This design comes from an exercise in tuning for small area and a short achievable clock period on the open sky130 flow, not from production work. No functional check of the RTL was part of any run shown here. Power figures rest on the tool's default switching activity, not on a simulated workload.

==> design/flow/design.v <==
module ternary_sum_nine #(
    parameter WIDTH = 32
) (
    input clk,
    input [WIDTH-1:0] i0,
    input [WIDTH-1:0] i1,
    input [WIDTH-1:0] i2,
    input [WIDTH-1:0] i3,
    input [WIDTH-1:0] i4,
    input [WIDTH-1:0] i5,
    input [WIDTH-1:0] i6,
    input [WIDTH-1:0] i7,
    input [WIDTH-1:0] i8,
    output [WIDTH+4-1:0] o
);
wire fs0, fc0;
wire hs0, hc0;
wire fs1, fc1;
wire fs2, fc2;
wire hs1, hc1;
wire fs3, fc3;
wire fs4, fc4;
wire fs5, fc5;
wire fs6, fc6;
wire fs7, fc7;
wire fs8, fc8;
wire fs9, fc9;
wire fs10, fc10;
wire fs11, fc11;
wire fs12, fc12;
wire fs13, fc13;
wire fs14, fc14;
wire fs15, fc15;
wire fs16, fc16;
wire fs17, fc17;
wire fs18, fc18;
wire fs19, fc19;
wire fs20, fc20;
wire fs21, fc21;
wire fs22, fc22;
wire fs23, fc23;
wire fs24, fc24;
wire fs25, fc25;
wire fs26, fc26;
wire fs27, fc27;
wire fs28, fc28;
wire fs29, fc29;
wire fs30, fc30;
wire fs31, fc31;
wire fs32, fc32;
wire fs33, fc33;
wire fs34, fc34;
wire fs35, fc35;
wire fs36, fc36;
wire fs37, fc37;
wire fs38, fc38;
wire fs39, fc39;
wire fs40, fc40;
wire fs41, fc41;
wire fs42, fc42;
wire fs43, fc43;
wire fs44, fc44;
wire fs45, fc45;
wire fs46, fc46;
wire fs47, fc47;
wire fs48, fc48;
wire fs49, fc49;
wire fs50, fc50;
wire fs51, fc51;
wire fs52, fc52;
wire fs53, fc53;
wire fs54, fc54;
wire fs55, fc55;
wire fs56, fc56;
wire fs57, fc57;
wire fs58, fc58;
wire fs59, fc59;
wire fs60, fc60;
wire fs61, fc61;
wire fs62, fc62;
wire fs63, fc63;
wire fs64, fc64;
wire fs65, fc65;
wire fs66, fc66;
wire fs67, fc67;
wire fs68, fc68;
wire fs69, fc69;
wire fs70, fc70;
wire fs71, fc71;
wire fs72, fc72;
wire fs73, fc73;
wire fs74, fc74;
wire fs75, fc75;
wire fs76, fc76;
wire fs77, fc77;
wire fs78, fc78;
wire fs79, fc79;
wire fs80, fc80;
wire fs81, fc81;
wire fs82, fc82;
wire fs83, fc83;
wire fs84, fc84;
wire fs85, fc85;
wire fs86, fc86;
wire fs87, fc87;
wire fs88, fc88;
wire fs89, fc89;
wire fs90, fc90;
wire fs91, fc91;
wire fs92, fc92;
wire fs93, fc93;
wire fs94, fc94;
wire hs2, hc2;
wire fs95, fc95;
wire fs96, fc96;
wire fs97, fc97;
wire fs98, fc98;
wire fs99, fc99;
wire fs100, fc100;
wire fs101, fc101;
wire fs102, fc102;
wire fs103, fc103;
wire fs104, fc104;
wire fs105, fc105;
wire fs106, fc106;
wire fs107, fc107;
wire fs108, fc108;
wire fs109, fc109;
wire fs110, fc110;
wire fs111, fc111;
wire fs112, fc112;
wire fs113, fc113;
wire fs114, fc114;
wire fs115, fc115;
wire fs116, fc116;
wire fs117, fc117;
wire fs118, fc118;
wire fs119, fc119;
wire fs120, fc120;
wire fs121, fc121;
wire fs122, fc122;
wire fs123, fc123;
wire fs124, fc124;
wire fs125, fc125;
wire fs126, fc126;
wire fs127, fc127;
wire fs128, fc128;
wire fs129, fc129;
wire fs130, fc130;
wire fs131, fc131;
wire fs132, fc132;
wire fs133, fc133;
wire fs134, fc134;
wire fs135, fc135;
wire fs136, fc136;
wire fs137, fc137;
wire fs138, fc138;
wire fs139, fc139;
wire fs140, fc140;
wire fs141, fc141;
wire fs142, fc142;
wire fs143, fc143;
wire fs144, fc144;
wire fs145, fc145;
wire fs146, fc146;
wire fs147, fc147;
wire fs148, fc148;
wire fs149, fc149;
wire fs150, fc150;
wire fs151, fc151;
wire fs152, fc152;
wire fs153, fc153;
wire fs154, fc154;
wire hs3, hc3;
wire hs4, hc4;
wire fs155, fc155;
wire fs156, fc156;
wire fs157, fc157;
wire fs158, fc158;
wire fs159, fc159;
wire fs160, fc160;
wire fs161, fc161;
wire fs162, fc162;
wire fs163, fc163;
wire fs164, fc164;
wire fs165, fc165;
wire fs166, fc166;
wire fs167, fc167;
wire fs168, fc168;
wire fs169, fc169;
wire fs170, fc170;
wire fs171, fc171;
wire fs172, fc172;
wire fs173, fc173;
wire fs174, fc174;
wire fs175, fc175;
wire fs176, fc176;
wire fs177, fc177;
wire fs178, fc178;
wire fs179, fc179;
wire fs180, fc180;
wire fs181, fc181;
wire fs182, fc182;
wire fs183, fc183;
wire fs184, fc184;
wire fs185, fc185;
wire fs186, fc186;
reg r1_c0_0;
reg r1_c0_1;
reg r1_c0_2;
reg r1_c1_0;
reg r1_c1_1;
reg r1_c1_2;
reg r1_c2_0;
reg r1_c2_1;
reg r1_c2_2;
reg r1_c3_0;
reg r1_c3_1;
reg r1_c3_2;
reg r1_c4_0;
reg r1_c4_1;
reg r1_c4_2;
reg r1_c5_0;
reg r1_c5_1;
reg r1_c5_2;
reg r1_c6_0;
reg r1_c6_1;
reg r1_c6_2;
reg r1_c7_0;
reg r1_c7_1;
reg r1_c7_2;
reg r1_c8_0;
reg r1_c8_1;
reg r1_c8_2;
reg r1_c9_0;
reg r1_c9_1;
reg r1_c9_2;
reg r1_c10_0;
reg r1_c10_1;
reg r1_c10_2;
reg r1_c11_0;
reg r1_c11_1;
reg r1_c11_2;
reg r1_c12_0;
reg r1_c12_1;
reg r1_c12_2;
reg r1_c13_0;
reg r1_c13_1;
reg r1_c13_2;
reg r1_c14_0;
reg r1_c14_1;
reg r1_c14_2;
reg r1_c15_0;
reg r1_c15_1;
reg r1_c15_2;
reg r1_c16_0;
reg r1_c16_1;
reg r1_c16_2;
reg r1_c17_0;
reg r1_c17_1;
reg r1_c17_2;
reg r1_c18_0;
reg r1_c18_1;
reg r1_c18_2;
reg r1_c19_0;
reg r1_c19_1;
reg r1_c19_2;
reg r1_c20_0;
reg r1_c20_1;
reg r1_c20_2;
reg r1_c21_0;
reg r1_c21_1;
reg r1_c21_2;
reg r1_c22_0;
reg r1_c22_1;
reg r1_c22_2;
reg r1_c23_0;
reg r1_c23_1;
reg r1_c23_2;
reg r1_c24_0;
reg r1_c24_1;
reg r1_c24_2;
reg r1_c25_0;
reg r1_c25_1;
reg r1_c25_2;
reg r1_c26_0;
reg r1_c26_1;
reg r1_c26_2;
reg r1_c27_0;
reg r1_c27_1;
reg r1_c27_2;
reg r1_c28_0;
reg r1_c28_1;
reg r1_c28_2;
reg r1_c29_0;
reg r1_c29_1;
reg r1_c29_2;
reg r1_c30_0;
reg r1_c30_1;
reg r1_c30_2;
reg r1_c31_0;
reg r1_c31_1;
reg r1_c31_2;
reg r1_c32_0;
reg r1_c32_1;
reg r1_c32_2;
reg r1_c33_0;
reg r1_c33_1;
wire hs5, hc5;
wire fs187, fc187;
wire fs188, fc188;
wire fs189, fc189;
wire fs190, fc190;
wire fs191, fc191;
wire fs192, fc192;
wire fs193, fc193;
wire fs194, fc194;
wire fs195, fc195;
wire fs196, fc196;
wire fs197, fc197;
wire fs198, fc198;
wire fs199, fc199;
wire fs200, fc200;
wire fs201, fc201;
wire fs202, fc202;
wire fs203, fc203;
wire fs204, fc204;
wire fs205, fc205;
wire fs206, fc206;
wire fs207, fc207;
wire fs208, fc208;
wire fs209, fc209;
wire fs210, fc210;
wire fs211, fc211;
wire fs212, fc212;
wire fs213, fc213;
wire fs214, fc214;
wire fs215, fc215;
wire fs216, fc216;
wire fs217, fc217;
wire fs218, fc218;
wire hs6, hc6;
wire [35:0] row_a, row_b;
reg [35:0] o_r;
assign {fc0, fs0} = i0[0] + i1[0] + i2[0];
assign hs0 = i3[0] ^ i4[0];
assign hc0 = i3[0] & i4[0];
assign {fc1, fs1} = i0[1] + i1[1] + i2[1];
assign {fc2, fs2} = i3[1] + i4[1] + i5[1];
assign hs1 = i6[1] ^ i7[1];
assign hc1 = i6[1] & i7[1];
assign {fc3, fs3} = i0[2] + i1[2] + i2[2];
assign {fc4, fs4} = i3[2] + i4[2] + i5[2];
assign {fc5, fs5} = i6[2] + i7[2] + i8[2];
assign {fc6, fs6} = i0[3] + i1[3] + i2[3];
assign {fc7, fs7} = i3[3] + i4[3] + i5[3];
assign {fc8, fs8} = i6[3] + i7[3] + i8[3];
assign {fc9, fs9} = i0[4] + i1[4] + i2[4];
assign {fc10, fs10} = i3[4] + i4[4] + i5[4];
assign {fc11, fs11} = i6[4] + i7[4] + i8[4];
assign {fc12, fs12} = i0[5] + i1[5] + i2[5];
assign {fc13, fs13} = i3[5] + i4[5] + i5[5];
assign {fc14, fs14} = i6[5] + i7[5] + i8[5];
assign {fc15, fs15} = i0[6] + i1[6] + i2[6];
assign {fc16, fs16} = i3[6] + i4[6] + i5[6];
assign {fc17, fs17} = i6[6] + i7[6] + i8[6];
assign {fc18, fs18} = i0[7] + i1[7] + i2[7];
assign {fc19, fs19} = i3[7] + i4[7] + i5[7];
assign {fc20, fs20} = i6[7] + i7[7] + i8[7];
assign {fc21, fs21} = i0[8] + i1[8] + i2[8];
assign {fc22, fs22} = i3[8] + i4[8] + i5[8];
assign {fc23, fs23} = i6[8] + i7[8] + i8[8];
assign {fc24, fs24} = i0[9] + i1[9] + i2[9];
assign {fc25, fs25} = i3[9] + i4[9] + i5[9];
assign {fc26, fs26} = i6[9] + i7[9] + i8[9];
assign {fc27, fs27} = i0[10] + i1[10] + i2[10];
assign {fc28, fs28} = i3[10] + i4[10] + i5[10];
assign {fc29, fs29} = i6[10] + i7[10] + i8[10];
assign {fc30, fs30} = i0[11] + i1[11] + i2[11];
assign {fc31, fs31} = i3[11] + i4[11] + i5[11];
assign {fc32, fs32} = i6[11] + i7[11] + i8[11];
assign {fc33, fs33} = i0[12] + i1[12] + i2[12];
assign {fc34, fs34} = i3[12] + i4[12] + i5[12];
assign {fc35, fs35} = i6[12] + i7[12] + i8[12];
assign {fc36, fs36} = i0[13] + i1[13] + i2[13];
assign {fc37, fs37} = i3[13] + i4[13] + i5[13];
assign {fc38, fs38} = i6[13] + i7[13] + i8[13];
assign {fc39, fs39} = i0[14] + i1[14] + i2[14];
assign {fc40, fs40} = i3[14] + i4[14] + i5[14];
assign {fc41, fs41} = i6[14] + i7[14] + i8[14];
assign {fc42, fs42} = i0[15] + i1[15] + i2[15];
assign {fc43, fs43} = i3[15] + i4[15] + i5[15];
assign {fc44, fs44} = i6[15] + i7[15] + i8[15];
assign {fc45, fs45} = i0[16] + i1[16] + i2[16];
assign {fc46, fs46} = i3[16] + i4[16] + i5[16];
assign {fc47, fs47} = i6[16] + i7[16] + i8[16];
assign {fc48, fs48} = i0[17] + i1[17] + i2[17];
assign {fc49, fs49} = i3[17] + i4[17] + i5[17];
assign {fc50, fs50} = i6[17] + i7[17] + i8[17];
assign {fc51, fs51} = i0[18] + i1[18] + i2[18];
assign {fc52, fs52} = i3[18] + i4[18] + i5[18];
assign {fc53, fs53} = i6[18] + i7[18] + i8[18];
assign {fc54, fs54} = i0[19] + i1[19] + i2[19];
assign {fc55, fs55} = i3[19] + i4[19] + i5[19];
assign {fc56, fs56} = i6[19] + i7[19] + i8[19];
assign {fc57, fs57} = i0[20] + i1[20] + i2[20];
assign {fc58, fs58} = i3[20] + i4[20] + i5[20];
assign {fc59, fs59} = i6[20] + i7[20] + i8[20];
assign {fc60, fs60} = i0[21] + i1[21] + i2[21];
assign {fc61, fs61} = i3[21] + i4[21] + i5[21];
assign {fc62, fs62} = i6[21] + i7[21] + i8[21];
assign {fc63, fs63} = i0[22] + i1[22] + i2[22];
assign {fc64, fs64} = i3[22] + i4[22] + i5[22];
assign {fc65, fs65} = i6[22] + i7[22] + i8[22];
assign {fc66, fs66} = i0[23] + i1[23] + i2[23];
assign {fc67, fs67} = i3[23] + i4[23] + i5[23];
assign {fc68, fs68} = i6[23] + i7[23] + i8[23];
assign {fc69, fs69} = i0[24] + i1[24] + i2[24];
assign {fc70, fs70} = i3[24] + i4[24] + i5[24];
assign {fc71, fs71} = i6[24] + i7[24] + i8[24];
assign {fc72, fs72} = i0[25] + i1[25] + i2[25];
assign {fc73, fs73} = i3[25] + i4[25] + i5[25];
assign {fc74, fs74} = i6[25] + i7[25] + i8[25];
assign {fc75, fs75} = i0[26] + i1[26] + i2[26];
assign {fc76, fs76} = i3[26] + i4[26] + i5[26];
assign {fc77, fs77} = i6[26] + i7[26] + i8[26];
assign {fc78, fs78} = i0[27] + i1[27] + i2[27];
assign {fc79, fs79} = i3[27] + i4[27] + i5[27];
assign {fc80, fs80} = i6[27] + i7[27] + i8[27];
assign {fc81, fs81} = i0[28] + i1[28] + i2[28];
assign {fc82, fs82} = i3[28] + i4[28] + i5[28];
assign {fc83, fs83} = i6[28] + i7[28] + i8[28];
assign {fc84, fs84} = i0[29] + i1[29] + i2[29];
assign {fc85, fs85} = i3[29] + i4[29] + i5[29];
assign {fc86, fs86} = i6[29] + i7[29] + i8[29];
assign {fc87, fs87} = i0[30] + i1[30] + i2[30];
assign {fc88, fs88} = i3[30] + i4[30] + i5[30];
assign {fc89, fs89} = i6[30] + i7[30] + i8[30];
assign {fc90, fs90} = i0[31] + i1[31] + i2[31];
assign {fc91, fs91} = i3[31] + i4[31] + i5[31];
assign {fc92, fs92} = i6[31] + i7[31] + i8[31];
assign {fc93, fs93} = fs0 + hs0 + i5[0];
assign {fc94, fs94} = fs1 + fs2 + hs1;
assign hs2 = i8[1] ^ fc0;
assign hc2 = i8[1] & fc0;
assign {fc95, fs95} = fs3 + fs4 + fs5;
assign {fc96, fs96} = fc1 + fc2 + hc1;
assign {fc97, fs97} = fs6 + fs7 + fs8;
assign {fc98, fs98} = fc3 + fc4 + fc5;
assign {fc99, fs99} = fs9 + fs10 + fs11;
assign {fc100, fs100} = fc6 + fc7 + fc8;
assign {fc101, fs101} = fs12 + fs13 + fs14;
assign {fc102, fs102} = fc9 + fc10 + fc11;
assign {fc103, fs103} = fs15 + fs16 + fs17;
assign {fc104, fs104} = fc12 + fc13 + fc14;
assign {fc105, fs105} = fs18 + fs19 + fs20;
assign {fc106, fs106} = fc15 + fc16 + fc17;
assign {fc107, fs107} = fs21 + fs22 + fs23;
assign {fc108, fs108} = fc18 + fc19 + fc20;
assign {fc109, fs109} = fs24 + fs25 + fs26;
assign {fc110, fs110} = fc21 + fc22 + fc23;
assign {fc111, fs111} = fs27 + fs28 + fs29;
assign {fc112, fs112} = fc24 + fc25 + fc26;
assign {fc113, fs113} = fs30 + fs31 + fs32;
assign {fc114, fs114} = fc27 + fc28 + fc29;
assign {fc115, fs115} = fs33 + fs34 + fs35;
assign {fc116, fs116} = fc30 + fc31 + fc32;
assign {fc117, fs117} = fs36 + fs37 + fs38;
assign {fc118, fs118} = fc33 + fc34 + fc35;
assign {fc119, fs119} = fs39 + fs40 + fs41;
assign {fc120, fs120} = fc36 + fc37 + fc38;
assign {fc121, fs121} = fs42 + fs43 + fs44;
assign {fc122, fs122} = fc39 + fc40 + fc41;
assign {fc123, fs123} = fs45 + fs46 + fs47;
assign {fc124, fs124} = fc42 + fc43 + fc44;
assign {fc125, fs125} = fs48 + fs49 + fs50;
assign {fc126, fs126} = fc45 + fc46 + fc47;
assign {fc127, fs127} = fs51 + fs52 + fs53;
assign {fc128, fs128} = fc48 + fc49 + fc50;
assign {fc129, fs129} = fs54 + fs55 + fs56;
assign {fc130, fs130} = fc51 + fc52 + fc53;
assign {fc131, fs131} = fs57 + fs58 + fs59;
assign {fc132, fs132} = fc54 + fc55 + fc56;
assign {fc133, fs133} = fs60 + fs61 + fs62;
assign {fc134, fs134} = fc57 + fc58 + fc59;
assign {fc135, fs135} = fs63 + fs64 + fs65;
assign {fc136, fs136} = fc60 + fc61 + fc62;
assign {fc137, fs137} = fs66 + fs67 + fs68;
assign {fc138, fs138} = fc63 + fc64 + fc65;
assign {fc139, fs139} = fs69 + fs70 + fs71;
assign {fc140, fs140} = fc66 + fc67 + fc68;
assign {fc141, fs141} = fs72 + fs73 + fs74;
assign {fc142, fs142} = fc69 + fc70 + fc71;
assign {fc143, fs143} = fs75 + fs76 + fs77;
assign {fc144, fs144} = fc72 + fc73 + fc74;
assign {fc145, fs145} = fs78 + fs79 + fs80;
assign {fc146, fs146} = fc75 + fc76 + fc77;
assign {fc147, fs147} = fs81 + fs82 + fs83;
assign {fc148, fs148} = fc78 + fc79 + fc80;
assign {fc149, fs149} = fs84 + fs85 + fs86;
assign {fc150, fs150} = fc81 + fc82 + fc83;
assign {fc151, fs151} = fs87 + fs88 + fs89;
assign {fc152, fs152} = fc84 + fc85 + fc86;
assign {fc153, fs153} = fs90 + fs91 + fs92;
assign {fc154, fs154} = fc87 + fc88 + fc89;
assign hs3 = fc90 ^ fc91;
assign hc3 = fc90 & fc91;
assign hs4 = fs93 ^ i6[0];
assign hc4 = fs93 & i6[0];
assign {fc155, fs155} = fs94 + hs2 + hc0;
assign {fc156, fs156} = fs95 + fs96 + fc94;
assign {fc157, fs157} = fs97 + fs98 + fc95;
assign {fc158, fs158} = fs99 + fs100 + fc97;
assign {fc159, fs159} = fs101 + fs102 + fc99;
assign {fc160, fs160} = fs103 + fs104 + fc101;
assign {fc161, fs161} = fs105 + fs106 + fc103;
assign {fc162, fs162} = fs107 + fs108 + fc105;
assign {fc163, fs163} = fs109 + fs110 + fc107;
assign {fc164, fs164} = fs111 + fs112 + fc109;
assign {fc165, fs165} = fs113 + fs114 + fc111;
assign {fc166, fs166} = fs115 + fs116 + fc113;
assign {fc167, fs167} = fs117 + fs118 + fc115;
assign {fc168, fs168} = fs119 + fs120 + fc117;
assign {fc169, fs169} = fs121 + fs122 + fc119;
assign {fc170, fs170} = fs123 + fs124 + fc121;
assign {fc171, fs171} = fs125 + fs126 + fc123;
assign {fc172, fs172} = fs127 + fs128 + fc125;
assign {fc173, fs173} = fs129 + fs130 + fc127;
assign {fc174, fs174} = fs131 + fs132 + fc129;
assign {fc175, fs175} = fs133 + fs134 + fc131;
assign {fc176, fs176} = fs135 + fs136 + fc133;
assign {fc177, fs177} = fs137 + fs138 + fc135;
assign {fc178, fs178} = fs139 + fs140 + fc137;
assign {fc179, fs179} = fs141 + fs142 + fc139;
assign {fc180, fs180} = fs143 + fs144 + fc141;
assign {fc181, fs181} = fs145 + fs146 + fc143;
assign {fc182, fs182} = fs147 + fs148 + fc145;
assign {fc183, fs183} = fs149 + fs150 + fc147;
assign {fc184, fs184} = fs151 + fs152 + fc149;
assign {fc185, fs185} = fs153 + fs154 + fc151;
assign {fc186, fs186} = hs3 + fc92 + fc153;
assign hs5 = r1_c0_0 ^ r1_c0_1;
assign hc5 = r1_c0_0 & r1_c0_1;
assign {fc187, fs187} = r1_c1_0 + r1_c1_1 + r1_c1_2;
assign {fc188, fs188} = r1_c2_0 + r1_c2_1 + r1_c2_2;
assign {fc189, fs189} = r1_c3_0 + r1_c3_1 + r1_c3_2;
assign {fc190, fs190} = r1_c4_0 + r1_c4_1 + r1_c4_2;
assign {fc191, fs191} = r1_c5_0 + r1_c5_1 + r1_c5_2;
assign {fc192, fs192} = r1_c6_0 + r1_c6_1 + r1_c6_2;
assign {fc193, fs193} = r1_c7_0 + r1_c7_1 + r1_c7_2;
assign {fc194, fs194} = r1_c8_0 + r1_c8_1 + r1_c8_2;
assign {fc195, fs195} = r1_c9_0 + r1_c9_1 + r1_c9_2;
assign {fc196, fs196} = r1_c10_0 + r1_c10_1 + r1_c10_2;
assign {fc197, fs197} = r1_c11_0 + r1_c11_1 + r1_c11_2;
assign {fc198, fs198} = r1_c12_0 + r1_c12_1 + r1_c12_2;
assign {fc199, fs199} = r1_c13_0 + r1_c13_1 + r1_c13_2;
assign {fc200, fs200} = r1_c14_0 + r1_c14_1 + r1_c14_2;
assign {fc201, fs201} = r1_c15_0 + r1_c15_1 + r1_c15_2;
assign {fc202, fs202} = r1_c16_0 + r1_c16_1 + r1_c16_2;
assign {fc203, fs203} = r1_c17_0 + r1_c17_1 + r1_c17_2;
assign {fc204, fs204} = r1_c18_0 + r1_c18_1 + r1_c18_2;
assign {fc205, fs205} = r1_c19_0 + r1_c19_1 + r1_c19_2;
assign {fc206, fs206} = r1_c20_0 + r1_c20_1 + r1_c20_2;
assign {fc207, fs207} = r1_c21_0 + r1_c21_1 + r1_c21_2;
assign {fc208, fs208} = r1_c22_0 + r1_c22_1 + r1_c22_2;
assign {fc209, fs209} = r1_c23_0 + r1_c23_1 + r1_c23_2;
assign {fc210, fs210} = r1_c24_0 + r1_c24_1 + r1_c24_2;
assign {fc211, fs211} = r1_c25_0 + r1_c25_1 + r1_c25_2;
assign {fc212, fs212} = r1_c26_0 + r1_c26_1 + r1_c26_2;
assign {fc213, fs213} = r1_c27_0 + r1_c27_1 + r1_c27_2;
assign {fc214, fs214} = r1_c28_0 + r1_c28_1 + r1_c28_2;
assign {fc215, fs215} = r1_c29_0 + r1_c29_1 + r1_c29_2;
assign {fc216, fs216} = r1_c30_0 + r1_c30_1 + r1_c30_2;
assign {fc217, fs217} = r1_c31_0 + r1_c31_1 + r1_c31_2;
assign {fc218, fs218} = r1_c32_0 + r1_c32_1 + r1_c32_2;
assign hs6 = r1_c33_0 ^ r1_c33_1;
assign hc6 = r1_c33_0 & r1_c33_1;
assign row_a = {1'b0, hc6, hs6, fs218, fs217, fs216, fs215, fs214, fs213, fs212, fs211, fs210, fs209, fs208, fs207, fs206, fs205, fs204, fs203, fs202, fs201, fs200, fs199, fs198, fs197, fs196, fs195, fs194, fs193, fs192, fs191, fs190, fs189, fs188, fs187, hs5};
assign row_b = {1'b0, 1'b0, fc218, fc217, fc216, fc215, fc214, fc213, fc212, fc211, fc210, fc209, fc208, fc207, fc206, fc205, fc204, fc203, fc202, fc201, fc200, fc199, fc198, fc197, fc196, fc195, fc194, fc193, fc192, fc191, fc190, fc189, fc188, fc187, hc5, r1_c0_2};
wire [35:0] cpa_sum;
wire [35:0] pg_g0, pg_p0;
assign pg_g0 = row_a & row_b;
assign pg_p0 = row_a ^ row_b;
wire gx1_1, px1_1;
assign gx1_1 = pg_g0[1] | (pg_p0[1] & pg_g0[0]);
wire gx1_2, px1_2;
assign gx1_2 = pg_g0[2] | (pg_p0[2] & pg_g0[1]);
assign px1_2 = pg_p0[2] & pg_p0[1];
wire gx1_3, px1_3;
assign gx1_3 = pg_g0[3] | (pg_p0[3] & pg_g0[2]);
assign px1_3 = pg_p0[3] & pg_p0[2];
wire gx1_4, px1_4;
assign gx1_4 = pg_g0[4] | (pg_p0[4] & pg_g0[3]);
assign px1_4 = pg_p0[4] & pg_p0[3];
wire gx1_5, px1_5;
assign gx1_5 = pg_g0[5] | (pg_p0[5] & pg_g0[4]);
assign px1_5 = pg_p0[5] & pg_p0[4];
wire gx1_6, px1_6;
assign gx1_6 = pg_g0[6] | (pg_p0[6] & pg_g0[5]);
assign px1_6 = pg_p0[6] & pg_p0[5];
wire gx1_7, px1_7;
assign gx1_7 = pg_g0[7] | (pg_p0[7] & pg_g0[6]);
assign px1_7 = pg_p0[7] & pg_p0[6];
wire gx1_8, px1_8;
assign gx1_8 = pg_g0[8] | (pg_p0[8] & pg_g0[7]);
assign px1_8 = pg_p0[8] & pg_p0[7];
wire gx1_9, px1_9;
assign gx1_9 = pg_g0[9] | (pg_p0[9] & pg_g0[8]);
assign px1_9 = pg_p0[9] & pg_p0[8];
wire gx1_10, px1_10;
assign gx1_10 = pg_g0[10] | (pg_p0[10] & pg_g0[9]);
assign px1_10 = pg_p0[10] & pg_p0[9];
wire gx1_11, px1_11;
assign gx1_11 = pg_g0[11] | (pg_p0[11] & pg_g0[10]);
assign px1_11 = pg_p0[11] & pg_p0[10];
wire gx1_12, px1_12;
assign gx1_12 = pg_g0[12] | (pg_p0[12] & pg_g0[11]);
assign px1_12 = pg_p0[12] & pg_p0[11];
wire gx1_13, px1_13;
assign gx1_13 = pg_g0[13] | (pg_p0[13] & pg_g0[12]);
assign px1_13 = pg_p0[13] & pg_p0[12];
wire gx1_14, px1_14;
assign gx1_14 = pg_g0[14] | (pg_p0[14] & pg_g0[13]);
assign px1_14 = pg_p0[14] & pg_p0[13];
wire gx1_15, px1_15;
assign gx1_15 = pg_g0[15] | (pg_p0[15] & pg_g0[14]);
assign px1_15 = pg_p0[15] & pg_p0[14];
wire gx1_16, px1_16;
assign gx1_16 = pg_g0[16] | (pg_p0[16] & pg_g0[15]);
assign px1_16 = pg_p0[16] & pg_p0[15];
wire gx1_17, px1_17;
assign gx1_17 = pg_g0[17] | (pg_p0[17] & pg_g0[16]);
assign px1_17 = pg_p0[17] & pg_p0[16];
wire gx1_18, px1_18;
assign gx1_18 = pg_g0[18] | (pg_p0[18] & pg_g0[17]);
assign px1_18 = pg_p0[18] & pg_p0[17];
wire gx1_19, px1_19;
assign gx1_19 = pg_g0[19] | (pg_p0[19] & pg_g0[18]);
assign px1_19 = pg_p0[19] & pg_p0[18];
wire gx1_20, px1_20;
assign gx1_20 = pg_g0[20] | (pg_p0[20] & pg_g0[19]);
assign px1_20 = pg_p0[20] & pg_p0[19];
wire gx1_21, px1_21;
assign gx1_21 = pg_g0[21] | (pg_p0[21] & pg_g0[20]);
assign px1_21 = pg_p0[21] & pg_p0[20];
wire gx1_22, px1_22;
assign gx1_22 = pg_g0[22] | (pg_p0[22] & pg_g0[21]);
assign px1_22 = pg_p0[22] & pg_p0[21];
wire gx1_23, px1_23;
assign gx1_23 = pg_g0[23] | (pg_p0[23] & pg_g0[22]);
assign px1_23 = pg_p0[23] & pg_p0[22];
wire gx1_24, px1_24;
assign gx1_24 = pg_g0[24] | (pg_p0[24] & pg_g0[23]);
assign px1_24 = pg_p0[24] & pg_p0[23];
wire gx1_25, px1_25;
assign gx1_25 = pg_g0[25] | (pg_p0[25] & pg_g0[24]);
assign px1_25 = pg_p0[25] & pg_p0[24];
wire gx1_26, px1_26;
assign gx1_26 = pg_g0[26] | (pg_p0[26] & pg_g0[25]);
assign px1_26 = pg_p0[26] & pg_p0[25];
wire gx1_27, px1_27;
assign gx1_27 = pg_g0[27] | (pg_p0[27] & pg_g0[26]);
assign px1_27 = pg_p0[27] & pg_p0[26];
wire gx1_28, px1_28;
assign gx1_28 = pg_g0[28] | (pg_p0[28] & pg_g0[27]);
assign px1_28 = pg_p0[28] & pg_p0[27];
wire gx1_29, px1_29;
assign gx1_29 = pg_g0[29] | (pg_p0[29] & pg_g0[28]);
assign px1_29 = pg_p0[29] & pg_p0[28];
wire gx1_30, px1_30;
assign gx1_30 = pg_g0[30] | (pg_p0[30] & pg_g0[29]);
assign px1_30 = pg_p0[30] & pg_p0[29];
wire gx1_31, px1_31;
assign gx1_31 = pg_g0[31] | (pg_p0[31] & pg_g0[30]);
assign px1_31 = pg_p0[31] & pg_p0[30];
wire gx1_32, px1_32;
assign gx1_32 = pg_g0[32] | (pg_p0[32] & pg_g0[31]);
assign px1_32 = pg_p0[32] & pg_p0[31];
wire gx1_33, px1_33;
assign gx1_33 = pg_g0[33] | (pg_p0[33] & pg_g0[32]);
assign px1_33 = pg_p0[33] & pg_p0[32];
wire gx1_34, px1_34;
assign gx1_34 = pg_g0[34] | (pg_p0[34] & pg_g0[33]);
assign px1_34 = pg_p0[34] & pg_p0[33];
wire gx1_35, px1_35;
assign gx1_35 = pg_g0[35] | (pg_p0[35] & pg_g0[34]);
assign px1_35 = pg_p0[35] & pg_p0[34];
wire gx2_2, px2_2;
assign gx2_2 = gx1_2 | (px1_2 & pg_g0[0]);
wire gx2_3, px2_3;
assign gx2_3 = gx1_3 | (px1_3 & gx1_1);
wire gx2_4, px2_4;
assign gx2_4 = gx1_4 | (px1_4 & gx1_2);
assign px2_4 = px1_4 & px1_2;
wire gx2_5, px2_5;
assign gx2_5 = gx1_5 | (px1_5 & gx1_3);
assign px2_5 = px1_5 & px1_3;
wire gx2_6, px2_6;
assign gx2_6 = gx1_6 | (px1_6 & gx1_4);
assign px2_6 = px1_6 & px1_4;
wire gx2_7, px2_7;
assign gx2_7 = gx1_7 | (px1_7 & gx1_5);
assign px2_7 = px1_7 & px1_5;
wire gx2_8, px2_8;
assign gx2_8 = gx1_8 | (px1_8 & gx1_6);
assign px2_8 = px1_8 & px1_6;
wire gx2_9, px2_9;
assign gx2_9 = gx1_9 | (px1_9 & gx1_7);
assign px2_9 = px1_9 & px1_7;
wire gx2_10, px2_10;
assign gx2_10 = gx1_10 | (px1_10 & gx1_8);
assign px2_10 = px1_10 & px1_8;
wire gx2_11, px2_11;
assign gx2_11 = gx1_11 | (px1_11 & gx1_9);
assign px2_11 = px1_11 & px1_9;
wire gx2_12, px2_12;
assign gx2_12 = gx1_12 | (px1_12 & gx1_10);
assign px2_12 = px1_12 & px1_10;
wire gx2_13, px2_13;
assign gx2_13 = gx1_13 | (px1_13 & gx1_11);
assign px2_13 = px1_13 & px1_11;
wire gx2_14, px2_14;
assign gx2_14 = gx1_14 | (px1_14 & gx1_12);
assign px2_14 = px1_14 & px1_12;
wire gx2_15, px2_15;
assign gx2_15 = gx1_15 | (px1_15 & gx1_13);
assign px2_15 = px1_15 & px1_13;
wire gx2_16, px2_16;
assign gx2_16 = gx1_16 | (px1_16 & gx1_14);
assign px2_16 = px1_16 & px1_14;
wire gx2_17, px2_17;
assign gx2_17 = gx1_17 | (px1_17 & gx1_15);
assign px2_17 = px1_17 & px1_15;
wire gx2_18, px2_18;
assign gx2_18 = gx1_18 | (px1_18 & gx1_16);
assign px2_18 = px1_18 & px1_16;
wire gx2_19, px2_19;
assign gx2_19 = gx1_19 | (px1_19 & gx1_17);
assign px2_19 = px1_19 & px1_17;
wire gx2_20, px2_20;
assign gx2_20 = gx1_20 | (px1_20 & gx1_18);
assign px2_20 = px1_20 & px1_18;
wire gx2_21, px2_21;
assign gx2_21 = gx1_21 | (px1_21 & gx1_19);
assign px2_21 = px1_21 & px1_19;
wire gx2_22, px2_22;
assign gx2_22 = gx1_22 | (px1_22 & gx1_20);
assign px2_22 = px1_22 & px1_20;
wire gx2_23, px2_23;
assign gx2_23 = gx1_23 | (px1_23 & gx1_21);
assign px2_23 = px1_23 & px1_21;
wire gx2_24, px2_24;
assign gx2_24 = gx1_24 | (px1_24 & gx1_22);
assign px2_24 = px1_24 & px1_22;
wire gx2_25, px2_25;
assign gx2_25 = gx1_25 | (px1_25 & gx1_23);
assign px2_25 = px1_25 & px1_23;
wire gx2_26, px2_26;
assign gx2_26 = gx1_26 | (px1_26 & gx1_24);
assign px2_26 = px1_26 & px1_24;
wire gx2_27, px2_27;
assign gx2_27 = gx1_27 | (px1_27 & gx1_25);
assign px2_27 = px1_27 & px1_25;
wire gx2_28, px2_28;
assign gx2_28 = gx1_28 | (px1_28 & gx1_26);
assign px2_28 = px1_28 & px1_26;
wire gx2_29, px2_29;
assign gx2_29 = gx1_29 | (px1_29 & gx1_27);
assign px2_29 = px1_29 & px1_27;
wire gx2_30, px2_30;
assign gx2_30 = gx1_30 | (px1_30 & gx1_28);
assign px2_30 = px1_30 & px1_28;
wire gx2_31, px2_31;
assign gx2_31 = gx1_31 | (px1_31 & gx1_29);
assign px2_31 = px1_31 & px1_29;
wire gx2_32, px2_32;
assign gx2_32 = gx1_32 | (px1_32 & gx1_30);
assign px2_32 = px1_32 & px1_30;
wire gx2_33, px2_33;
assign gx2_33 = gx1_33 | (px1_33 & gx1_31);
assign px2_33 = px1_33 & px1_31;
wire gx2_34, px2_34;
assign gx2_34 = gx1_34 | (px1_34 & gx1_32);
assign px2_34 = px1_34 & px1_32;
wire gx2_35, px2_35;
assign gx2_35 = gx1_35 | (px1_35 & gx1_33);
assign px2_35 = px1_35 & px1_33;
wire gx3_4, px3_4;
assign gx3_4 = gx2_4 | (px2_4 & pg_g0[0]);
wire gx3_5, px3_5;
assign gx3_5 = gx2_5 | (px2_5 & gx1_1);
wire gx3_6, px3_6;
assign gx3_6 = gx2_6 | (px2_6 & gx2_2);
wire gx3_7, px3_7;
assign gx3_7 = gx2_7 | (px2_7 & gx2_3);
wire gx3_8, px3_8;
assign gx3_8 = gx2_8 | (px2_8 & gx2_4);
assign px3_8 = px2_8 & px2_4;
wire gx3_9, px3_9;
assign gx3_9 = gx2_9 | (px2_9 & gx2_5);
assign px3_9 = px2_9 & px2_5;
wire gx3_10, px3_10;
assign gx3_10 = gx2_10 | (px2_10 & gx2_6);
assign px3_10 = px2_10 & px2_6;
wire gx3_11, px3_11;
assign gx3_11 = gx2_11 | (px2_11 & gx2_7);
assign px3_11 = px2_11 & px2_7;
wire gx3_12, px3_12;
assign gx3_12 = gx2_12 | (px2_12 & gx2_8);
assign px3_12 = px2_12 & px2_8;
wire gx3_13, px3_13;
assign gx3_13 = gx2_13 | (px2_13 & gx2_9);
assign px3_13 = px2_13 & px2_9;
wire gx3_14, px3_14;
assign gx3_14 = gx2_14 | (px2_14 & gx2_10);
assign px3_14 = px2_14 & px2_10;
wire gx3_15, px3_15;
assign gx3_15 = gx2_15 | (px2_15 & gx2_11);
assign px3_15 = px2_15 & px2_11;
wire gx3_16, px3_16;
assign gx3_16 = gx2_16 | (px2_16 & gx2_12);
assign px3_16 = px2_16 & px2_12;
wire gx3_17, px3_17;
assign gx3_17 = gx2_17 | (px2_17 & gx2_13);
assign px3_17 = px2_17 & px2_13;
wire gx3_18, px3_18;
assign gx3_18 = gx2_18 | (px2_18 & gx2_14);
assign px3_18 = px2_18 & px2_14;
wire gx3_19, px3_19;
assign gx3_19 = gx2_19 | (px2_19 & gx2_15);
assign px3_19 = px2_19 & px2_15;
wire gx3_20, px3_20;
assign gx3_20 = gx2_20 | (px2_20 & gx2_16);
assign px3_20 = px2_20 & px2_16;
wire gx3_21, px3_21;
assign gx3_21 = gx2_21 | (px2_21 & gx2_17);
assign px3_21 = px2_21 & px2_17;
wire gx3_22, px3_22;
assign gx3_22 = gx2_22 | (px2_22 & gx2_18);
assign px3_22 = px2_22 & px2_18;
wire gx3_23, px3_23;
assign gx3_23 = gx2_23 | (px2_23 & gx2_19);
assign px3_23 = px2_23 & px2_19;
wire gx3_24, px3_24;
assign gx3_24 = gx2_24 | (px2_24 & gx2_20);
assign px3_24 = px2_24 & px2_20;
wire gx3_25, px3_25;
assign gx3_25 = gx2_25 | (px2_25 & gx2_21);
assign px3_25 = px2_25 & px2_21;
wire gx3_26, px3_26;
assign gx3_26 = gx2_26 | (px2_26 & gx2_22);
assign px3_26 = px2_26 & px2_22;
wire gx3_27, px3_27;
assign gx3_27 = gx2_27 | (px2_27 & gx2_23);
assign px3_27 = px2_27 & px2_23;
wire gx3_28, px3_28;
assign gx3_28 = gx2_28 | (px2_28 & gx2_24);
assign px3_28 = px2_28 & px2_24;
wire gx3_29, px3_29;
assign gx3_29 = gx2_29 | (px2_29 & gx2_25);
assign px3_29 = px2_29 & px2_25;
wire gx3_30, px3_30;
assign gx3_30 = gx2_30 | (px2_30 & gx2_26);
assign px3_30 = px2_30 & px2_26;
wire gx3_31, px3_31;
assign gx3_31 = gx2_31 | (px2_31 & gx2_27);
assign px3_31 = px2_31 & px2_27;
wire gx3_32, px3_32;
assign gx3_32 = gx2_32 | (px2_32 & gx2_28);
assign px3_32 = px2_32 & px2_28;
wire gx3_33, px3_33;
assign gx3_33 = gx2_33 | (px2_33 & gx2_29);
assign px3_33 = px2_33 & px2_29;
wire gx3_34, px3_34;
assign gx3_34 = gx2_34 | (px2_34 & gx2_30);
assign px3_34 = px2_34 & px2_30;
wire gx3_35, px3_35;
assign gx3_35 = gx2_35 | (px2_35 & gx2_31);
assign px3_35 = px2_35 & px2_31;
wire gx4_8, px4_8;
assign gx4_8 = gx3_8 | (px3_8 & pg_g0[0]);
wire gx4_9, px4_9;
assign gx4_9 = gx3_9 | (px3_9 & gx1_1);
wire gx4_10, px4_10;
assign gx4_10 = gx3_10 | (px3_10 & gx2_2);
wire gx4_11, px4_11;
assign gx4_11 = gx3_11 | (px3_11 & gx2_3);
wire gx4_12, px4_12;
assign gx4_12 = gx3_12 | (px3_12 & gx3_4);
wire gx4_13, px4_13;
assign gx4_13 = gx3_13 | (px3_13 & gx3_5);
wire gx4_14, px4_14;
assign gx4_14 = gx3_14 | (px3_14 & gx3_6);
wire gx4_15, px4_15;
assign gx4_15 = gx3_15 | (px3_15 & gx3_7);
wire gx4_16, px4_16;
assign gx4_16 = gx3_16 | (px3_16 & gx3_8);
assign px4_16 = px3_16 & px3_8;
wire gx4_17, px4_17;
assign gx4_17 = gx3_17 | (px3_17 & gx3_9);
assign px4_17 = px3_17 & px3_9;
wire gx4_18, px4_18;
assign gx4_18 = gx3_18 | (px3_18 & gx3_10);
assign px4_18 = px3_18 & px3_10;
wire gx4_19, px4_19;
assign gx4_19 = gx3_19 | (px3_19 & gx3_11);
assign px4_19 = px3_19 & px3_11;
wire gx4_20, px4_20;
assign gx4_20 = gx3_20 | (px3_20 & gx3_12);
assign px4_20 = px3_20 & px3_12;
wire gx4_21, px4_21;
assign gx4_21 = gx3_21 | (px3_21 & gx3_13);
assign px4_21 = px3_21 & px3_13;
wire gx4_22, px4_22;
assign gx4_22 = gx3_22 | (px3_22 & gx3_14);
assign px4_22 = px3_22 & px3_14;
wire gx4_23, px4_23;
assign gx4_23 = gx3_23 | (px3_23 & gx3_15);
assign px4_23 = px3_23 & px3_15;
wire gx4_24, px4_24;
assign gx4_24 = gx3_24 | (px3_24 & gx3_16);
assign px4_24 = px3_24 & px3_16;
wire gx4_25, px4_25;
assign gx4_25 = gx3_25 | (px3_25 & gx3_17);
assign px4_25 = px3_25 & px3_17;
wire gx4_26, px4_26;
assign gx4_26 = gx3_26 | (px3_26 & gx3_18);
assign px4_26 = px3_26 & px3_18;
wire gx4_27, px4_27;
assign gx4_27 = gx3_27 | (px3_27 & gx3_19);
assign px4_27 = px3_27 & px3_19;
wire gx4_28, px4_28;
assign gx4_28 = gx3_28 | (px3_28 & gx3_20);
assign px4_28 = px3_28 & px3_20;
wire gx4_29, px4_29;
assign gx4_29 = gx3_29 | (px3_29 & gx3_21);
assign px4_29 = px3_29 & px3_21;
wire gx4_30, px4_30;
assign gx4_30 = gx3_30 | (px3_30 & gx3_22);
assign px4_30 = px3_30 & px3_22;
wire gx4_31, px4_31;
assign gx4_31 = gx3_31 | (px3_31 & gx3_23);
assign px4_31 = px3_31 & px3_23;
wire gx4_32, px4_32;
assign gx4_32 = gx3_32 | (px3_32 & gx3_24);
assign px4_32 = px3_32 & px3_24;
wire gx4_33, px4_33;
assign gx4_33 = gx3_33 | (px3_33 & gx3_25);
assign px4_33 = px3_33 & px3_25;
wire gx4_34, px4_34;
assign gx4_34 = gx3_34 | (px3_34 & gx3_26);
assign px4_34 = px3_34 & px3_26;
wire gx4_35, px4_35;
assign gx4_35 = gx3_35 | (px3_35 & gx3_27);
assign px4_35 = px3_35 & px3_27;
wire gx5_16, px5_16;
assign gx5_16 = gx4_16 | (px4_16 & pg_g0[0]);
wire gx5_17, px5_17;
assign gx5_17 = gx4_17 | (px4_17 & gx1_1);
wire gx5_18, px5_18;
assign gx5_18 = gx4_18 | (px4_18 & gx2_2);
wire gx5_19, px5_19;
assign gx5_19 = gx4_19 | (px4_19 & gx2_3);
wire gx5_20, px5_20;
assign gx5_20 = gx4_20 | (px4_20 & gx3_4);
wire gx5_21, px5_21;
assign gx5_21 = gx4_21 | (px4_21 & gx3_5);
wire gx5_22, px5_22;
assign gx5_22 = gx4_22 | (px4_22 & gx3_6);
wire gx5_23, px5_23;
assign gx5_23 = gx4_23 | (px4_23 & gx3_7);
wire gx5_24, px5_24;
assign gx5_24 = gx4_24 | (px4_24 & gx4_8);
wire gx5_25, px5_25;
assign gx5_25 = gx4_25 | (px4_25 & gx4_9);
wire gx5_26, px5_26;
assign gx5_26 = gx4_26 | (px4_26 & gx4_10);
wire gx5_27, px5_27;
assign gx5_27 = gx4_27 | (px4_27 & gx4_11);
wire gx5_28, px5_28;
assign gx5_28 = gx4_28 | (px4_28 & gx4_12);
wire gx5_29, px5_29;
assign gx5_29 = gx4_29 | (px4_29 & gx4_13);
wire gx5_30, px5_30;
assign gx5_30 = gx4_30 | (px4_30 & gx4_14);
wire gx5_31, px5_31;
assign gx5_31 = gx4_31 | (px4_31 & gx4_15);
wire gx5_32, px5_32;
assign gx5_32 = gx4_32 | (px4_32 & gx4_16);
assign px5_32 = px4_32 & px4_16;
wire gx5_33, px5_33;
assign gx5_33 = gx4_33 | (px4_33 & gx4_17);
assign px5_33 = px4_33 & px4_17;
wire gx5_34, px5_34;
assign gx5_34 = gx4_34 | (px4_34 & gx4_18);
assign px5_34 = px4_34 & px4_18;
wire gx5_35, px5_35;
assign gx5_35 = gx4_35 | (px4_35 & gx4_19);
assign px5_35 = px4_35 & px4_19;
wire gx6_32, px6_32;
assign gx6_32 = gx5_32 | (px5_32 & pg_g0[0]);
wire gx6_33, px6_33;
assign gx6_33 = gx5_33 | (px5_33 & gx1_1);
wire gx6_34, px6_34;
assign gx6_34 = gx5_34 | (px5_34 & gx2_2);
wire gx6_35, px6_35;
assign gx6_35 = gx5_35 | (px5_35 & gx2_3);
assign cpa_sum[0] = pg_p0[0];
assign cpa_sum[1] = pg_p0[1] ^ pg_g0[0];
assign cpa_sum[2] = pg_p0[2] ^ gx1_1;
assign cpa_sum[3] = pg_p0[3] ^ gx2_2;
assign cpa_sum[4] = pg_p0[4] ^ gx2_3;
assign cpa_sum[5] = pg_p0[5] ^ gx3_4;
assign cpa_sum[6] = pg_p0[6] ^ gx3_5;
assign cpa_sum[7] = pg_p0[7] ^ gx3_6;
assign cpa_sum[8] = pg_p0[8] ^ gx3_7;
assign cpa_sum[9] = pg_p0[9] ^ gx4_8;
assign cpa_sum[10] = pg_p0[10] ^ gx4_9;
assign cpa_sum[11] = pg_p0[11] ^ gx4_10;
assign cpa_sum[12] = pg_p0[12] ^ gx4_11;
assign cpa_sum[13] = pg_p0[13] ^ gx4_12;
assign cpa_sum[14] = pg_p0[14] ^ gx4_13;
assign cpa_sum[15] = pg_p0[15] ^ gx4_14;
assign cpa_sum[16] = pg_p0[16] ^ gx4_15;
assign cpa_sum[17] = pg_p0[17] ^ gx5_16;
assign cpa_sum[18] = pg_p0[18] ^ gx5_17;
assign cpa_sum[19] = pg_p0[19] ^ gx5_18;
assign cpa_sum[20] = pg_p0[20] ^ gx5_19;
assign cpa_sum[21] = pg_p0[21] ^ gx5_20;
assign cpa_sum[22] = pg_p0[22] ^ gx5_21;
assign cpa_sum[23] = pg_p0[23] ^ gx5_22;
assign cpa_sum[24] = pg_p0[24] ^ gx5_23;
assign cpa_sum[25] = pg_p0[25] ^ gx5_24;
assign cpa_sum[26] = pg_p0[26] ^ gx5_25;
assign cpa_sum[27] = pg_p0[27] ^ gx5_26;
assign cpa_sum[28] = pg_p0[28] ^ gx5_27;
assign cpa_sum[29] = pg_p0[29] ^ gx5_28;
assign cpa_sum[30] = pg_p0[30] ^ gx5_29;
assign cpa_sum[31] = pg_p0[31] ^ gx5_30;
assign cpa_sum[32] = pg_p0[32] ^ gx5_31;
assign cpa_sum[33] = pg_p0[33] ^ gx6_32;
assign cpa_sum[34] = pg_p0[34] ^ gx6_33;
assign cpa_sum[35] = pg_p0[35] ^ gx6_34;
always @(posedge clk) begin
    r1_c0_0 <= hs4;
    r1_c0_1 <= i7[0];
    r1_c0_2 <= i8[0];
    r1_c1_0 <= fs155;
    r1_c1_1 <= fc93;
    r1_c1_2 <= hc4;
    r1_c2_0 <= fs156;
    r1_c2_1 <= hc2;
    r1_c2_2 <= fc155;
    r1_c3_0 <= fs157;
    r1_c3_1 <= fc96;
    r1_c3_2 <= fc156;
    r1_c4_0 <= fs158;
    r1_c4_1 <= fc98;
    r1_c4_2 <= fc157;
    r1_c5_0 <= fs159;
    r1_c5_1 <= fc100;
    r1_c5_2 <= fc158;
    r1_c6_0 <= fs160;
    r1_c6_1 <= fc102;
    r1_c6_2 <= fc159;
    r1_c7_0 <= fs161;
    r1_c7_1 <= fc104;
    r1_c7_2 <= fc160;
    r1_c8_0 <= fs162;
    r1_c8_1 <= fc106;
    r1_c8_2 <= fc161;
    r1_c9_0 <= fs163;
    r1_c9_1 <= fc108;
    r1_c9_2 <= fc162;
    r1_c10_0 <= fs164;
    r1_c10_1 <= fc110;
    r1_c10_2 <= fc163;
    r1_c11_0 <= fs165;
    r1_c11_1 <= fc112;
    r1_c11_2 <= fc164;
    r1_c12_0 <= fs166;
    r1_c12_1 <= fc114;
    r1_c12_2 <= fc165;
    r1_c13_0 <= fs167;
    r1_c13_1 <= fc116;
    r1_c13_2 <= fc166;
    r1_c14_0 <= fs168;
    r1_c14_1 <= fc118;
    r1_c14_2 <= fc167;
    r1_c15_0 <= fs169;
    r1_c15_1 <= fc120;
    r1_c15_2 <= fc168;
    r1_c16_0 <= fs170;
    r1_c16_1 <= fc122;
    r1_c16_2 <= fc169;
    r1_c17_0 <= fs171;
    r1_c17_1 <= fc124;
    r1_c17_2 <= fc170;
    r1_c18_0 <= fs172;
    r1_c18_1 <= fc126;
    r1_c18_2 <= fc171;
    r1_c19_0 <= fs173;
    r1_c19_1 <= fc128;
    r1_c19_2 <= fc172;
    r1_c20_0 <= fs174;
    r1_c20_1 <= fc130;
    r1_c20_2 <= fc173;
    r1_c21_0 <= fs175;
    r1_c21_1 <= fc132;
    r1_c21_2 <= fc174;
    r1_c22_0 <= fs176;
    r1_c22_1 <= fc134;
    r1_c22_2 <= fc175;
    r1_c23_0 <= fs177;
    r1_c23_1 <= fc136;
    r1_c23_2 <= fc176;
    r1_c24_0 <= fs178;
    r1_c24_1 <= fc138;
    r1_c24_2 <= fc177;
    r1_c25_0 <= fs179;
    r1_c25_1 <= fc140;
    r1_c25_2 <= fc178;
    r1_c26_0 <= fs180;
    r1_c26_1 <= fc142;
    r1_c26_2 <= fc179;
    r1_c27_0 <= fs181;
    r1_c27_1 <= fc144;
    r1_c27_2 <= fc180;
    r1_c28_0 <= fs182;
    r1_c28_1 <= fc146;
    r1_c28_2 <= fc181;
    r1_c29_0 <= fs183;
    r1_c29_1 <= fc148;
    r1_c29_2 <= fc182;
    r1_c30_0 <= fs184;
    r1_c30_1 <= fc150;
    r1_c30_2 <= fc183;
    r1_c31_0 <= fs185;
    r1_c31_1 <= fc152;
    r1_c31_2 <= fc184;
    r1_c32_0 <= fs186;
    r1_c32_1 <= fc154;
    r1_c32_2 <= fc185;
    r1_c33_0 <= hc3;
    r1_c33_1 <= fc186;
    o_r <= cpa_sum;
end
assign o = o_r;
endmodule
==> design/flow/flow/run.sh <==
#!/bin/bash
set -e
export BUFFER_PORTS_ARGS="-buffer_cell sky130_fd_sc_hd__buf_1"
bash standard.sh > standard.log 2>&1
==> design/flow/standard.sh <==
#!/bin/bash
# synth_recipe.tcl (not shown) runs the flow's synth.tcl, then flattens the netlist and writes it again
# the make line also repeats each setting of config.mk as NAME=value (left out here)
make -C /OpenROAD-flow-scripts/flow DESIGN_CONFIG=/design/flow/config.mk WORK_HOME=/design/flow/orfs CLKGATE_MAP_FILE= SYNTH_SCRIPT=/design/flow/synth_recipe.tcl "${@:-finish}"
==> design/flow/config.mk <==
export PLATFORM = sky130hd
export DESIGN_NAME = ternary_sum_nine
export DESIGN_NICKNAME = ternary_sum_nine
export VERILOG_FILES = /design/flow/design.v
export SDC_FILE = /design/flow/constraint.sdc
export NUM_CORES = 4
export LEC_CHECK = 0
export CAP_MARGIN = 20
export CORE_MARGIN = 2
export CORE_UTILIZATION = 60
export SETUP_SLACK_MARGIN = 3.0
export SLEW_MARGIN = 20
==> design/flow/constraint.sdc <==
create_clock -name core_clock -period 5.5 [get_ports {clk}]
set_input_delay 1.1000 -clock core_clock [delete_from_list [all_inputs] [get_ports {clk}]]
set_output_delay 1.1000 -clock core_clock [all_outputs]
set_load 0.01 [all_outputs]
==> results of run 1 <==
cell families after synthesis:
group,after synthesis
flip-flops,137
buffers and inverters,32
multiplexers,1
XOR/XNOR,30
adder cells (fa/ha/maj),261
AO/OA/AOI/OAI,91
AND/OR/NAND/NOR,71
timing repair:
action / CTS / global route
buffers inserted: 10 / 4
hold buffers: 0 / 0
pin swaps: 19 / 18
gates resized for setup: 34 / 22
setup endpoints to repair: 24 / 29
power groups by stage:
stage          sequential (mW)  combinational (mW)  clock (mW)
3_3_place_gp              1.69                4.69           0
6_report                  1.69                5.60        1.16
5_1_grt                   1.74                6.21        1.23
3_5_place_dp              1.71                4.81           0
4_1_cts                   1.70                5.45        1.18
2_1_floorplan             1.74                3.67           0
cell usage after synthesis, drive strengths merged (3+ instances only):
cell type  instances  share of area, %
nor3               4              0.22
ha                41               5.7
a211oi             6              0.50
a31oi              6              0.42
nand4              5              0.35
nand3              7              0.39
and3               3              0.22
fa               220                49
o21bai             3              0.25
o21ai             15              0.83
xnor2             17               1.6
a21oi             26               1.5
and2               5              0.35
nand2             20              0.83
o21a               3              0.25
clkbuf             4              0.17
dfxtp            137                30
nand2b             3              0.21
xor2              13               1.3
nor2              15              0.62
a21o              15               1.3
inv               27               1.1
final cells by class:
cell class,instances,area (sq um),share of cell area [%]
well taps,184,230,1.97
multi-input cells,454,6640,56.7
inverters,27,116,0.995
repair buffers,338,1370,11.7
clock inverters,7,115,0.984
flip-flops and latches,137,2740,23.5
clock buffers,24,492,4.20
final timing paths:
kind | to | cells after the start | slack, ns | start
worst max-delay path | o_r[32]$_DFF_P_ | 11 | 2.46 | r1_c1_2$_DFF_P_
worst max register to register | o_r[32]$_DFF_P_ | 11 | 2.46 | r1_c1_2$_DFF_P_
worst min-delay path | o_r[0]$_DFF_P_ | 1 | 0.48 | r1_c0_2$_DFF_P_
worst min register to register | o_r[0]$_DFF_P_ | 1 | 0.48 | r1_c0_2$_DFF_P_
per-layer routing:
layer / part of all wire (%) / up-vias / global-route usage, %
li1: - / 2762 / -
met1: 36 / 2989 / 29.0
met2: 56 / 212 / 46.6
met3: 6.2 / 42 / 6.24
met4: 2.5 / 0 / 8.53
met5: 0 / - / 0
==> results.toml, run 1 <==
[global_route]
first_global_vias = 7028
grt_use_total_pct = 25.3
antenna_found_initial = 0
overflow = 0
grt_max_degree = 17
grt_pass1_wl_mm = 31.5

[final_layout]
stdcell_count = 1171
syn_to_final_growth_pct = 29.6
layout_common_cells = "buf_1, fa_1, dfxtp_1"
finish.utilization_pct = 79.9
num_antenna_cells = 0
nets = 1525
largest_reg_flops = 36
fin_area_sq_um = 11700
mostFrequentLayoutCell = "buf_1"
largest_register = "o_r"
fillCellCount = 867
drive_gt1_share_pct = 17.4

[synth]
postSynthAreaPerCell_sq_um = 14.5
synthArstFlopShare_pct = 0
synth_compound_area_share_pct = 6.81
synth_cells = 623
synth_top_family_by_area = "adder cells"
yosysSeqAreaShare_pct = 30.4
yosys.area_share.simple_pct = 3.94
synthMuxAreaShare_pct = 0.125
syn_nets = 1173
synth_edf_count = 0
synth_xor_area_share_pct = 2.91
synth_adder_area_share_pct = 54.5
yosys_warnings = 1
synth_ff_type = "dfxtp_1"
synth-seq-cells = 137
synth_cell_type_count = 47
syn_area_sq_um = 9030

[routing]
avgViaCountPerCell = 5.13
drcViolationCount = 0
wl_per_cell_microns = 16.2
drt_iter0_drc = 312
ant_nets = 0
first_pass_iters = 5
vias = 6005
drt_wl_total_mm = 18.9

[critical_path]
crit_chain = "inv_2 -> fa_1 -> fa_2 -> nand2b_4 -> a21oi_2 -> o211a_1 -> o41a_1 -> o31a_1 -> a221o_1 -> a41oi_2 -> xnor2_1"
critPathBufInv = 1
cp_data_arrival_time_ns = 3.38
cp_slowest_cell = "fa_1"
crit_type = "flop to flop"
crit_path_end_kind = "flop"
critPathMaxFanout = 2
worst_path_largest_cell_delay_ns = 0.57
start_kind = "flop"
cpLargestDelayFamily = "compound AO/OA/AOI/OAI gates"
worstPathRequired_ns = 5.84

[place]
gp_congestion = 0.865
place_inst = 1126
place_hpwl_mm = 16.0
io_buffer_count = 324
dpl_worst_slack_ns = 2.48
place_area_sq_um = 10800

[timing]
maxSlewHeadroom_pct = 63.3
tns_ns = 0
skew_ns = 0.00713
setup_ws_ns = 2.46
worst_pin_slew_ns = 0.544
period_share_pct = 55.2
fin_crit_ns = 3.04
drv_slew = 0
finalHoldWorstSlack_ns = 0.480
rsz0062_at_grt = "yes"
hold_viol_final = 0
setup_violations = 0
max_freq_ghz = 0.329

[clock_tree]
cts_buffer_depth = 2
clk_latency_ns = 0.41
cts.sinks = 137
cts_tree = "done"
htree_levels = 4
path_clk_slew_ns = 0.06
cts_buffers = 17
cts-root-buf = "clkbuf_16"

[floorplanning]
start_util_pct = 61.6
ios = 325
chipHeight_microns = 127
row_count = 44
fp.coreArea_sq_um = 14600
die-area_sq_um = 16000
die_w_microns = 127

[power_and_ir_drop]
seqPwrFrac_pct = 20.0
p_clk_share_pct = 13.7
p_int_mw = 4.90
power_leakage_nw = 4.51
power_density_nw_per_um2 = 723
power_mw = 8.46
vdd.ir_drop.worst_mv = 0.409
combPwrFrac_pct = 66.3
swShare_pct = 42.0
p_switching_mw = 3.55

[job]
maxCapViolations = 0

[worst_hold_path]
hold_class = "flop to flop"

[status]
status = "no timing/DRC/antenna violations"
==> run 2: changes to the inputs <==
--- a/design/flow/config.mk
+++ b/design/flow/config.mk
@@ -5,6 +5,7 @@
 export SDC_FILE = /design/flow/constraint.sdc
 export NUM_CORES = 4
 export LEC_CHECK = 0
+export ABC_CLOCK_PERIOD_IN_PS = 2400
 export CAP_MARGIN = 20
 export CORE_MARGIN = 2
 export CORE_UTILIZATION = 60
==> results.toml, run 2 <==
[status]
status = "no timing/DRC/antenna violations"

[synth]
synth_edf_count = 0
synthMuxAreaShare_pct = 0.125
yosysMostFrequentCell = "fa_1"
syn_nets = 1173
synth_top_area_share_pct = 48.8
synth_ff_type = "dfxtp_1"
yosys.area_share.simple_pct = 3.94
syn_area_sq_um = 9030
yosysSeqAreaShare_pct = 30.4
synth_compound_area_share_pct = 6.81
netlist_top_cells_count = "fa_1, dfxtp_1, ha_1"
synth-seq-cells = 137
synth_top_area_cell = "fa_1"
synth_cells = 623
synth_cell_type_count = 47
synth_adder_area_share_pct = 54.5
synthArstFlopShare_pct = 0
synth_top_family_by_area = "adder cells"
yosys_warnings = 1
synth_xor_area_share_pct = 2.91
ys_top_cells_by_area = "fa_1, dfxtp_1, ha_1, xnor2_1, a21oi_1"
postSynthAreaPerCell_sq_um = 14.5

[global_route]
overflow = 0
grt_pass1_wl_mm = 31.5
antenna_found_initial = 0
first_global_vias = 7028
grt_use_total_pct = 25.3
grt_max_degree = 17

[power_and_ir_drop]
seqPwrFrac_pct = 20.0
p_switching_mw = 3.55
vdd.ir_drop.worst_mv = 0.409
swShare_pct = 42.0
power_leakage_nw = 4.51
p_clk_share_pct = 13.7
p_int_mw = 4.90
combPwrFrac_pct = 66.3
power_density_nw_per_um2 = 723

[floorplanning]
fp.coreArea_sq_um = 14600
row_count = 44
ios = 325
die-area_sq_um = 16000
chipHeight_microns = 127
die_w_microns = 127
start_util_pct = 61.6

[critical_path]
r2r_cells = 11
crit_chain = "inv_2 -> fa_1 -> fa_2 -> nand2b_4 -> a21oi_2 -> o211a_1 -> o41a_1 -> o31a_1 -> a221o_1 -> a41oi_2 -> xnor2_1"
cp_data_arrival_time_ns = 3.38
crit_type = "flop to flop"
regToRegStartpoint = "r1_c1_2$_DFF_P_"
worst_path_largest_cell_delay_ns = 0.57
cp_slowest_cell = "fa_1"
critPathMaxFanout = 2
reg2reg_slack_ns = 2.46
crit_path_end_kind = "flop"
worstPathRequired_ns = 5.84
start_kind = "flop"
regToRegEndpoint = "o_r[32]$_DFF_P_"

[final_layout]
finish.utilization_pct = 79.9
drive_gt1_share_pct = 17.4
largest_reg_flops = 36
num_antenna_cells = 0
largest_register = "o_r"
layout_common_cells = "buf_1, fa_1, dfxtp_1"
syn_to_final_growth_pct = 29.6
nets = 1525
mostFrequentLayoutCell = "buf_1"

[routing]
ant_nets = 0
avgViaCountPerCell = 5.13
first_pass_iters = 5
vias = 6005
drt_wl_total_mm = 18.9
drt_iter0_drc = 312
wl_per_cell_microns = 16.2
drcViolationCount = 0

[timing]
rsz0062_at_grt = "yes"
maxSlewHeadroom_pct = 63.3
max_freq_ghz = 0.329
skew_ns = 0.00713
fin_crit_ns = 3.04
drv_slew = 0
tns_ns = 0
hold_viol_final = 0
setup_violations = 0
worst_pin_slew_ns = 0.544
period_share_pct = 55.2
finalHoldWorstSlack_ns = 0.480
setup_ws_ns = 2.46

[clock_tree]
cts_tree = "done"
cts.sinks = 137
cts-root-buf = "clkbuf_16"
cts_buffer_depth = 2
htree_levels = 4
hold_buffers = 0
cts_buffers = 17
path_clk_slew_ns = 0.06
clk_latency_ns = 0.41

[worst_hold_path]
min_from = "r1_c0_2$_DFF_P_"
hold_end = "o_r[0]$_DFF_P_"
hold_depth = 1
hold_class = "flop to flop"

[job]
maxCapViolations = 0

[place]
dpl_worst_slack_ns = 2.48
gp_congestion = 0.865
io_buffer_count = 324
place_hpwl_mm = 16.0
[run 2: how the worst max path moves through the flow]
| stage | from | endpoint | slack (ns) | cells after the start |
|---|---|---|---|---|
| global route | r1_c1_2$_DFF_P_ | o_r[32]$_DFF_P_ | 2.34 | 11 |
| finish | r1_c1_2$_DFF_P_ | o_r[32]$_DFF_P_ | 2.46 | 11 |
| detailed placement | r1_c1_2$_DFF_P_ | o_r[32]$_DFF_P_ | 2.48 | 11 |
| CTS | r1_c1_2$_DFF_P_ | o_r[28]$_DFF_P_ | 2.49 | 11 |
| global placement | i2[31] | r1_c31_0$_DFF_P_ | 2.53 | 6 |
| floorplan | r1_c7_2$_DFF_P_ | o_r[32]$_DFF_P_ | 2.71 | 10 |
[run 2: layout make-up]
class | count | area (sq um)
clock buffer | 24 | 492
multi-input combinational | 454 | 6640
timing repair buffer | 338 | 1370
clock inverter | 7 | 115
inverter | 27 | 116
sequential | 137 | 2740
tap | 184 | 230
fill | 867 | 2940
[run 2: critical path, delay by kind of cell, from the launching register on]
| kind | cells | cell delay, ns |
|---|---|---|
| and+or+nand+nor | 1 | 0.14 |
| adders and majority gates | 2 | 0.80 |
| DFF | 1 | 0.33 |
| xor gates and xnor gates | 1 | 0.14 |
| buffers and inverters | 1 | 0.04 |
| AOI/OAI and AO/OA | 6 | 1.52 |
[run 2: through the flow]
stage | power, mW | instances | instance area [sq um]
floorplan | 5.41 | 623 | 9350
global placement | 6.39 | 1126 | 10800
detailed placement | 6.52 | 1126 | 10800
CTS | 8.33 | 1167 | 11600
global route | 9.18 | 1171 | 11700
finish | 8.46 | 1171 | 11700
[run 2: kinds of logic after synthesis]
logic type	count (synthesis)
AO/OA/AOI/OAI	91
XOR/XNOR	30
adder cells (fa/ha/maj)	261
buffers and inverters	32
flip-flops	137
multiplexers	1
AND/OR/NAND/NOR	71
[run 2: per-layer routing]
metal / track usage [%] / share of wire [%] / up-vias
li1: - / - / 2762
met2: 46.6 / 56 / 212
met3: 6.24 / 6.2 / 42
met4: 8.53 / 2.5 / 0
met5: 0 / 0 / -
met1: 29.0 / 36 / 2989
[run 2: what timing repair did]
action	4_1_cts	5_1_grt
endpoints found under the hold margin	0	0
resized for setup	34	22
setup buffers	10	4
pin swaps	19	18
endpoints found under the setup margin	24	29
[run 2: power by group through the flow]
stage / combinational (mW) / clock [mW] / sequential (mW)
after floorplan: 3.67 / 0 / 1.74
after global placement: 4.69 / 0 / 1.69
after detailed placement: 4.81 / 0 / 1.71
after CTS: 5.45 / 1.18 / 1.70
after global routing: 6.21 / 1.23 / 1.74
final: 5.60 / 1.16 / 1.69

-- afterwards: timing with drivers on the ports --
The results above use ideal ports. As a check the final layouts listed here were re-extracted and re-timed, cells and wires unchanged.
Step 1, drivers: a clkbuf_16 drives clk and a buf_2 each remaining input, both assumed.
Step 2, shift: input delay + t, output delay - t, t = (earliest + latest rising clock arrival at the registers) / 2. This alone moves slack from input paths to output paths.
a / b / c = no drivers / after step 1 / after step 2; a / b = the first two.
| run | t (ns) | slack for setup (ns) | hold slack, ns | worst setup path at the end | pins driven straight from the clock port |
|---|---|---|---|---|---|
| run 1 | 0.451 | 2.462 / 2.462 / 2.462 | 0.480 / 0.480 / 0.480 | register to register | 1 |
| run 2 | 0.451 | 2.462 / 2.462 / 2.462 | 0.480 / 0.480 / 0.480 | register to register | 1 |
After both steps every run listed still meets setup and hold.
